This design comes from an exercise in tuning for small area and a short achievable clock period on the open sky130 flow, not from production work.
The RTL was checked by simulation tests, not by an equivalence proof against the original design.
The clock input has no modelled driver; a real chip could not lean on it and would need a root buffer or a full tree.
No activity file was given, so power comes from the tool's default toggle rates.

Design KSA_pipe, start of the top module:
module KSA_pipe(s, a, b, c, clk);
   input [63:0] a;
   input [63:0] b;
   input        c;
   input        clk;
   output [64:0] s;
   wire [93:0] x;
   reg  [93:0] xr;
   wire [64:0] sOut;
   reg  [64:0] sr;
   wire p0_1;
   wire p0_2;
   wire p0_3;
   wire p0_4;
   wire g0_5;
   wire g0_6;
   wire g0_7;
   wire g0_8;
   wire g0_9;
   wire c0_g10;
   wire c0_g11;
   wire c0_g12;
   wire p1_13;
   wire p1_14;
   wire p1_15;
   wire p1_16;
   wire g1_17;
   wire g1_18;
   wire g1_19;
   wire g1_20;
   wire c1_g21;
   wire c1_g22;
   wire c1_g23;
   wire bp1_24;
   wire q0_g25;
   wire p2_26;
   wire p2_27;
   wire p2_28;
   wire p2_29;
   wire g2_30;
   wire g2_31;
   wire g2_32;
   wire g2_33;
   wire c2_g34;
   wire c2_g35;
   wire c2_g36;
   wire bp2_37;
   wire p3_38;
   wire p3_39;
   wire p3_40;
   wire p3_41;
   wire g3_42;
   wire g3_43;
   wire g3_44;
   wire g3_45;
   wire c3_g46;
   wire c3_g47;
   wire c3_g48;
   wire bp3_49;
   wire q1_g50;
   wire q1_p51;
   wire p4_52;
   wire p4_53;
   wire p4_54;
   wire p4_55;
   wire g4_56;
   wire g4_57;
   wire g4_58;
   wire g4_59;
   wire c4_g60;
   wire c4_g61;
   wire c4_g62;
   wire bp4_63;
   wire p5_64;
   wire p5_65;
   wire p5_66;
   wire p5_67;
   wire g5_68;
   wire g5_69;
   wire g5_70;
   wire g5_71;
   wire c5_g72;
   wire c5_g73;
   wire c5_g74;
   wire bp5_75;
   wire q2_g76;
   wire q2_p77;
   wire p6_78;
   wire p6_79;
   wire p6_80;
   wire p6_81;
   wire g6_82;
   wire g6_83;
   wire g6_84;
   wire g6_85;
   wire c6_g86;
   wire c6_g87;
   wire c6_g88;
   wire bp6_89;
   wire p7_90;
   wire p7_91;
   wire p7_92;
   wire p7_93;
   wire g7_94;
   wire g7_95;
   wire g7_96;
   wire g7_97;
   wire c7_g98;
   wire c7_g99;
   wire c7_g100;
   wire bp7_101;
   wire q3_g102;
   wire q3_p103;
   wire p8_104;
   wire p8_105;
   wire p8_106;
   wire p8_107;
   wire g8_108;
   wire g8_109;
   wire g8_110;
   wire g8_111;
   wire c8_g112;
   wire c8_g113;
   wire c8_g114;
   wire bp8_115;
   wire p9_116;
   wire p9_117;
   wire p9_118;
   wire p9_119;
   wire g9_120;
   wire g9_121;
   wire g9_122;
   wire g9_123;
   wire c9_g124;
   wire c9_g125;
   wire c9_g126;
   wire bp9_127;
   wire q4_g128;
   wire q4_p129;
   wire p10_130;
   wire p10_131;
   wire p10_132;
   wire p10_133;
   wire g10_134;
   wire g10_135;
   wire g10_136;
   wire g10_137;
   wire c10_g138;
  ...
Size in the first run: ~750 cells after synthesis, roughly 160 flip-flops, about 200 I/O pins, ~0.0063 mm2 of cells after synthesis.
clock: 3.4 ns
lec_check: 0
abc_area: 1
cap_margin: 20
core_margin: 2
core_utilization: 50
place_density: 0.65
setup_slack_margin: 1.8
slew_margin: 20
standard.sh (not shown) runs the stock make flow with config.mk's settings and CLKGATE_MAP_FILE= SYNTH_SCRIPT=/design/flow/synth_recipe.tcl, a recipe that flattens the netlist after the stock synthesis.
==> flow/flow/run.sh <==
#!/bin/bash
# Layout: the standard flow (standard.sh), with these changes:
#  - synthesis maps no full or half adder cells (ADDER_MAP_FILE empty), so abc
#    maps the adder logic itself;
#  - buffer_ports buffers every port with buf_1, and before the resize step
#    flow/outbuf.tcl makes the output ports' buffers OUTBUF_CELL (buf_2);
#  - after clock tree synthesis flow/clocktree.tcl replaces the tree by a
#    balanced two-level tree (CLKTREE_*: 4 first-level buffers driven straight
#    from the clock port, each driving 4 leaf buffers), then repairs timing as
#    the CTS step does.
# The flow's output goes to standard.log, and ORFS's own logs to orfs/logs.
set -euo pipefail
bash standard.sh ADDER_MAP_FILE= "PRE_RESIZE_TCL=$PWD/flow/outbuf.tcl" "POST_CTS_TCL=$PWD/flow/clocktree.tcl" BUFFER_PORTS_ARGS=-buffer_cell\ sky130_fd_sc_hd__buf_1 CTS_ARGS=-sink_clustering_enable\ -dont_use_dummy_load\ -root_buf\ sky130_fd_sc_hd__clkbuf_16\ -buf_list\ sky130_fd_sc_hd__clkbuf_16\ -sink_clustering_size\ 40\ -sink_clustering_max_diameter\ 200 CLKTREE_CELL=sky130_fd_sc_hd__clkbuf_8 CLKTREE_NLEAF=4 CLKTREE_LEAF_CELL=sky130_fd_sc_hd__clkbuf_4 OUTBUF_CELL=sky130_fd_sc_hd__buf_2 finish > standard.log 2>&1
==> flow/flow/clocktree.tcl <==
set nbuf 4
if {[info exists ::env(CLKTREE_NBUF)]} { set nbuf $::env(CLKTREE_NBUF) }
set bufcell sky130_fd_sc_hd__clkbuf_16
if {[info exists ::env(CLKTREE_CELL)]} { set bufcell $::env(CLKTREE_CELL) }

set db [ord::get_db]
set block [ord::get_db_block]
set port_net [[$block findBTerm clk] getNet]

set sinks {}
foreach inst [$block getInsts] {
  if {[[$inst getMaster] isSequential]} {
    lappend sinks [$inst findITerm CLK]
  }
}
puts "clocktree: [llength $sinks] register clock pins"

# the cells CTS added: drivers of clock nets other than the port's net
set old_insts {}
set old_nets {}
foreach net [$block getNets] {
  if {[$net getSigType] ne "CLOCK" || $net eq $port_net} { continue }
  lappend old_nets $net
  foreach it [$net getITerms] {
    if {[$it isOutputSignal]} { lappend old_insts [$it getInst] }
  }
}
# cells hanging on the port net other than registers (root buffers, loads)
foreach it [$port_net getITerms] {
  set inst [$it getInst]
  if {![[$inst getMaster] isSequential] && [lsearch -exact $old_insts $inst] < 0} {
    lappend old_insts $inst
  }
}
puts "clocktree: removing [llength $old_insts] cells and [llength $old_nets] nets"
foreach s $sinks { $s disconnect }
foreach inst $old_insts { odb::dbInst_destroy $inst }
foreach net $old_nets { odb::dbNet_destroy $net }

# split the registers into nbuf groups of equal size by position
proc loc {it} {
  set b [[$it getInst] getBBox]
  return [list [expr {([$b xMin] + [$b xMax]) / 2}] [expr {([$b yMin] + [$b yMax]) / 2}]]
}
set pts {}
foreach s $sinks { lappend pts [concat [loc $s] [list $s]] }
proc split_groups {pts n axis} {
  if {$n <= 1} { return [list $pts] }
  set sorted [lsort -integer -index $axis $pts]
  set n1 [expr {$n / 2}]
  set cut [expr {[llength $sorted] * $n1 / $n}]
  set a [lrange $sorted 0 [expr {$cut - 1}]]
  set b [lrange $sorted $cut end]
  set nxt [expr {1 - $axis}]
  return [concat [split_groups $a $n1 $nxt] [split_groups $b [expr {$n - $n1}] $nxt]]
}
# first cut along the longer side of the registers' spread
set xs [lsort -integer [lmap p $pts {lindex $p 0}]]
set ys [lsort -integer [lmap p $pts {lindex $p 1}]]
set axis [expr {([lindex $xs end] - [lindex $xs 0]) >= ([lindex $ys end] - [lindex $ys 0]) ? 0 : 1}]
set groups [split_groups $pts $nbuf $axis]

set nleaf 0
if {[info exists ::env(CLKTREE_NLEAF)]} { set nleaf $::env(CLKTREE_NLEAF) }
set leafcell $bufcell
if {[info exists ::env(CLKTREE_LEAF_CELL)]} { set leafcell $::env(CLKTREE_LEAF_CELL) }

proc centre {grp} {
  set sx 0; set sy 0
  foreach p $grp { incr sx [lindex $p 0]; incr sy [lindex $p 1] }
  return [list [expr {$sx / [llength $grp]}] [expr {$sy / [llength $grp]}]]
}
# a buffer of cell type mname at (x, y), input from net in, driving a new net
proc add_buf {name mname in x y} {
  set master [[ord::get_db] findMaster $mname]
  set block [ord::get_db_block]
  set buf [odb::dbInst_create $block $master $name]
  set net [odb::dbNet_create $block "${name}_net"]
  $net setSigType CLOCK
  [$buf findITerm A] connect $in
  [$buf findITerm X] connect $net
  $buf setLocation [expr {$x - [$master getWidth] / 2}] [expr {$y - [$master getHeight] / 2}]
  $buf setPlacementStatus PLACED
  return $net
}

set g 0
foreach grp $groups {
  lassign [centre $grp] cx cy
  if {$nleaf <= 1} {
    set net [add_buf "clktree_buf_$g" $bufcell $port_net $cx $cy]
    foreach p $grp { [lindex $p 2] connect $net }
    puts "clocktree: buffer $g drives [llength $grp] registers at ($cx, $cy)"
  } else {
    # leaves first, so the root sits at the centre of its leaves
    set leaves [split_groups $grp $nleaf [expr {1 - $axis}]]
    set lpts {}
    foreach lg $leaves { lappend lpts [centre $lg] }
    lassign [centre $lpts] rx ry
    set rnet [add_buf "clktree_buf_$g" $bufcell $port_net $rx $ry]
    set l 0
    foreach lg $leaves {
      lassign [centre $lg] lx ly
      set net [add_buf "clktree_buf_${g}_$l" $leafcell $rnet $lx $ly]
      foreach p $lg { [lindex $p 2] connect $net }
      puts "clocktree: buffer ${g}_$l drives [llength $lg] registers at ($lx, $ly)"
      incr l
    }
  }
  incr g
}

detailed_placement
estimate_parasitics -placement
report_clock_skew
if { !$::env(SKIP_CTS_REPAIR_TIMING) } {
  repair_timing_helper
  detailed_placement
}
check_placement -verbose
report_clock_skew
report_wns
==> flow/flow/outbuf.tcl <==
# Runs before ORFS's resize step (PRE_RESIZE_TCL): the output ports' buffers,
# which buffer_ports made of the smallest buffer, become OUTBUF_CELL.
set cell sky130_fd_sc_hd__buf_2
if {[info exists ::env(OUTBUF_CELL)]} { set cell $::env(OUTBUF_CELL) }
set n 0
foreach bt [[ord::get_db_block] getBTerms] {
  if {[$bt getIoType] ne "OUTPUT"} { continue }
  foreach it [[$bt getNet] getITerms] {
    if {[$it isOutputSignal]} {
      replace_cell [[$it getInst] getName] $cell
      incr n
    }
  }
}
puts "outbuf: $n output port drivers made $cell"
Then changed:
==> flow/flow/run.sh (replaced) <==
#!/bin/bash
# Layout: the standard flow (standard.sh) with these changes: synthesis maps
# no full or half adder cells (ADDER_MAP_FILE empty), so abc maps the adder logic
# itself; ports get the buffer cell named below; and after clock tree synthesis
# flow/clocktree.tcl replaces the tree by one level of buffers driven by the clock
# port; before resizing flow/outbuf.tcl makes the output ports' buffers OUTBUF_CELL.
# The flow's output goes to standard.log, and ORFS's own logs to orfs/logs.
set -euo pipefail
bash standard.sh ADDER_MAP_FILE= "PRE_RESIZE_TCL=$PWD/flow/outbuf.tcl" "POST_CTS_TCL=$PWD/flow/clocktree.tcl" BUFFER_PORTS_ARGS=-buffer_cell\ sky130_fd_sc_hd__buf_1 CTS_ARGS=-sink_clustering_enable\ -dont_use_dummy_load\ -root_buf\ sky130_fd_sc_hd__clkbuf_16\ -buf_list\ sky130_fd_sc_hd__clkbuf_16\ -sink_clustering_size\ 40\ -sink_clustering_max_diameter\ 200 CLKTREE_CELL=sky130_fd_sc_hd__clkbuf_4 CLKTREE_NLEAF=4 CLKTREE_LEAF_CELL=sky130_fd_sc_hd__clkbuf_4 OUTBUF_CELL=sky130_fd_sc_hd__buf_2 finish > standard.log 2>&1
The changed run went through all stages and came out clean.
Cell area came out lower slightly.
Combinational power hardly moves.
Routed wire length hardly moves.
Global-route usage does not change.
First-iteration DRC count stays the same.
Total power came out lower slightly.
Setup slack degrades by 30 ps.
Via count is about the same.
Clock power came out lower by a few percent.
Synthesized cell count is unchanged.
Critical path depth stays the same.
Then changed:
==> flow/flow/run.sh (replaced) <==
#!/bin/bash
# Layout: the standard flow (standard.sh) with these changes: synthesis maps
# no full or half adder cells (ADDER_MAP_FILE empty), so abc maps the adder logic
# itself; ports get the buffer cell named below; and after clock tree synthesis
# flow/clocktree.tcl replaces the tree by one level of buffers driven by the clock
# port; before resizing flow/outbuf.tcl makes the output ports' buffers OUTBUF_CELL.
# The flow's output goes to standard.log, and ORFS's own logs to orfs/logs.
set -euo pipefail
bash standard.sh ADDER_MAP_FILE= "PRE_RESIZE_TCL=$PWD/flow/outbuf.tcl" "POST_CTS_TCL=$PWD/flow/clocktree.tcl" BUFFER_PORTS_ARGS=-buffer_cell\ sky130_fd_sc_hd__buf_1 CTS_ARGS=-sink_clustering_enable\ -dont_use_dummy_load\ -root_buf\ sky130_fd_sc_hd__clkbuf_16\ -buf_list\ sky130_fd_sc_hd__clkbuf_16\ -sink_clustering_size\ 40\ -sink_clustering_max_diameter\ 200 CLKTREE_CELL=sky130_fd_sc_hd__clkbuf_8 CLKTREE_NLEAF=4 CLKTREE_LEAF_CELL=sky130_fd_sc_hd__clkbuf_4 OUTBUF_CELL=sky130_fd_sc_hd__buf_2 finish > standard.log 2>&1
- CORE_UTILIZATION: 50 -> 65
- PLACE_DENSITY: 0.65 -> 0.8
=> The new run went through all stages and came out clean; clock skew decreases by 12 ps; cell count went down by a few percent; sequential share of layout area barely changes; routed wire length goes up by about a fifth; worst hold slack gains 8.6 ps.
Then changed:
==> flow/flow/run.sh (replaced) <==
#!/bin/bash
# Layout: the standard flow (standard.sh) with these changes: synthesis maps
# no full or half adder cells (ADDER_MAP_FILE empty), so abc maps the adder logic
# itself; ports get the buffer cell named below; and after clock tree synthesis
# flow/clocktree.tcl replaces the tree by one level of buffers driven by the clock
# port.  The flow's output goes to standard.log, and ORFS's own logs to orfs/logs.
set -euo pipefail
bash standard.sh ADDER_MAP_FILE= "POST_CTS_TCL=$PWD/flow/clocktree.tcl" BUFFER_PORTS_ARGS=-buffer_cell\ sky130_fd_sc_hd__buf_1 CTS_ARGS=-sink_clustering_enable\ -dont_use_dummy_load\ -root_buf\ sky130_fd_sc_hd__clkbuf_16\ -buf_list\ sky130_fd_sc_hd__clkbuf_16\ -sink_clustering_size\ 40\ -sink_clustering_max_diameter\ 200 CLKTREE_CELL=sky130_fd_sc_hd__clkbuf_8 CLKTREE_NLEAF=4 CLKTREE_LEAF_CELL=sky130_fd_sc_hd__clkbuf_4 finish > standard.log 2>&1
- CORE_UTILIZATION: 65 -> 50
- PLACE_DENSITY: 0.8 -> 0.65
removed: flow/flow/outbuf.tcl
After rerunning: The new run completed without violations; via count drops by about 9%; cell area drops by 0.47%; clock skew climbs by 6.9 ps; cell count climbs by 3.5%; maximum frequency climbs by 0.45%; wire length drops by about 13%; global-route usage drops by 7.8 points.
Then changed:
==> flow/flow/run.sh (replaced) <==
#!/bin/bash
# Layout: the standard flow (standard.sh) with these changes: synthesis maps
# no full or half adder cells (ADDER_MAP_FILE empty), so abc maps the adder logic
# itself; ports get the buffer cell named below; and after clock tree synthesis
# flow/clocktree.tcl replaces the tree by one level of buffers driven by the clock
# port.  The flow's output goes to standard.log, and ORFS's own logs to orfs/logs.
set -euo pipefail
bash standard.sh ADDER_MAP_FILE= "POST_CTS_TCL=$PWD/flow/clocktree.tcl" BUFFER_PORTS_ARGS=-buffer_cell\ sky130_fd_sc_hd__buf_1 CTS_ARGS=-sink_clustering_enable\ -dont_use_dummy_load\ -root_buf\ sky130_fd_sc_hd__clkbuf_16\ -buf_list\ sky130_fd_sc_hd__clkbuf_16\ -sink_clustering_size\ 40\ -sink_clustering_max_diameter\ 200 CLKTREE_CELL=sky130_fd_sc_hd__clkbuf_8 CLKTREE_NLEAF=3 CLKTREE_LEAF_CELL=sky130_fd_sc_hd__clkbuf_8 finish > standard.log 2>&1
After rerunning:
- final area climbs by 0.61%
- worst hold slack stays flat
- total power climbs by 2.2%
- setup slack gains 16 ps
- via count falls by 0.98%
Then changed:
==> flow/flow/run.sh (replaced) <==
#!/bin/bash
# Layout: the standard flow (standard.sh) with these changes: synthesis maps
# no full or half adder cells (ADDER_MAP_FILE empty), so abc maps the adder logic
# itself; ports get the buffer cell named below; and after clock tree synthesis
# flow/clocktree.tcl replaces the tree by one level of buffers driven by the clock
# port; before resizing flow/outbuf.tcl makes the output ports' buffers OUTBUF_CELL.
# The flow's output goes to standard.log, and ORFS's own logs to orfs/logs.
set -euo pipefail
bash standard.sh ADDER_MAP_FILE= "PRE_RESIZE_TCL=$PWD/flow/outbuf.tcl" "POST_CTS_TCL=$PWD/flow/clocktree.tcl" BUFFER_PORTS_ARGS=-buffer_cell\ sky130_fd_sc_hd__buf_1 CTS_ARGS=-sink_clustering_enable\ -dont_use_dummy_load\ -root_buf\ sky130_fd_sc_hd__clkbuf_16\ -buf_list\ sky130_fd_sc_hd__clkbuf_16\ -sink_clustering_size\ 40\ -sink_clustering_max_diameter\ 200 CLKTREE_CELL=sky130_fd_sc_hd__clkbuf_8 CLKTREE_NLEAF=4 CLKTREE_LEAF_CELL=sky130_fd_sc_hd__clkbuf_4 OUTBUF_CELL=sky130_fd_sc_hd__buf_2 finish > standard.log 2>&1
==> flow/flow/outbuf.tcl (new file) <==
# Runs before ORFS's resize step (PRE_RESIZE_TCL): the output ports' buffers,
# which buffer_ports made of the smallest buffer, become OUTBUF_CELL.
set cell sky130_fd_sc_hd__buf_2
if {[info exists ::env(OUTBUF_CELL)]} { set cell $::env(OUTBUF_CELL) }
set n 0
foreach bt [[ord::get_db_block] getBTerms] {
  if {[$bt getIoType] ne "OUTPUT"} { continue }
  foreach it [[$bt getNet] getITerms] {
    if {[$it isOutputSignal]} {
      replace_cell [[$it getInst] getName] $cell
      incr n
    }
  }
}
puts "outbuf: $n output port drivers made $cell"
- GPL_TIMING_DRIVEN: default -> 1
After rerunning: Sequential share of layout area came out lower by 0.16 points. Final area came out higher by 0.37%. Critical path depth came out lower by 9. Area after synthesis is unchanged. Combinational power came out higher by 5.0%. Final cell count came out higher by 0.35%. Clock skew came out higher by 10 ps. Via count came out higher by 1.7%.
In every run of this note, the design's own scripts or RTL, not TritonCTS, make the clock network.

## afterwards: timing with drivers on the ports
Ports are ideal in the flow. The routed layouts listed here were re-timed in OpenROAD.
Step 1 assumes that a clkbuf_16 drives the clock port and a buf_2 every other input.
Step 2 moves the port delays by t, midway between the first and last clock arrival at a register: inputs arrive t later, outputs are due t later. That takes back most of the time a late clock gives input paths.
Slacks: no drivers / after step 1 / after step 2; pairs: no drivers / after step 1.
run | shift t [ns] | setup slack, ns | worst setup path at the end | worst register clock-pin slew, ns | worst data-port slew with drivers (ns)
the first run | 0.361 | 1.924 / 1.856 / 1.631 | input to register | 0.11 / 0.11 | 0.06
the second run | 0.384 | 1.894 / 1.834 / 1.631 | input to register | 0.11 / 0.11 | 0.06
the third run | 0.363 | 1.890 / 1.843 / 1.568 | input to register | 0.10 / 0.10 | 0.05
the fourth run | 0.363 | 1.897 / 1.828 / 1.624 | input to register | 0.11 / 0.11 | 0.06
the fifth run | 0.343 | 1.912 / 1.869 / 1.617 | input to register | 0.08 / 0.08 | 0.06
the sixth run | 0.361 | 1.924 / 1.856 / 1.631 | input to register | 0.11 / 0.11 | 0.06
After both steps setup and hold are still met in every run listed. For the third run, which loses most, drivers alone change the setup slack by -0.047 ns; drivers and shift together by -0.322 ns.
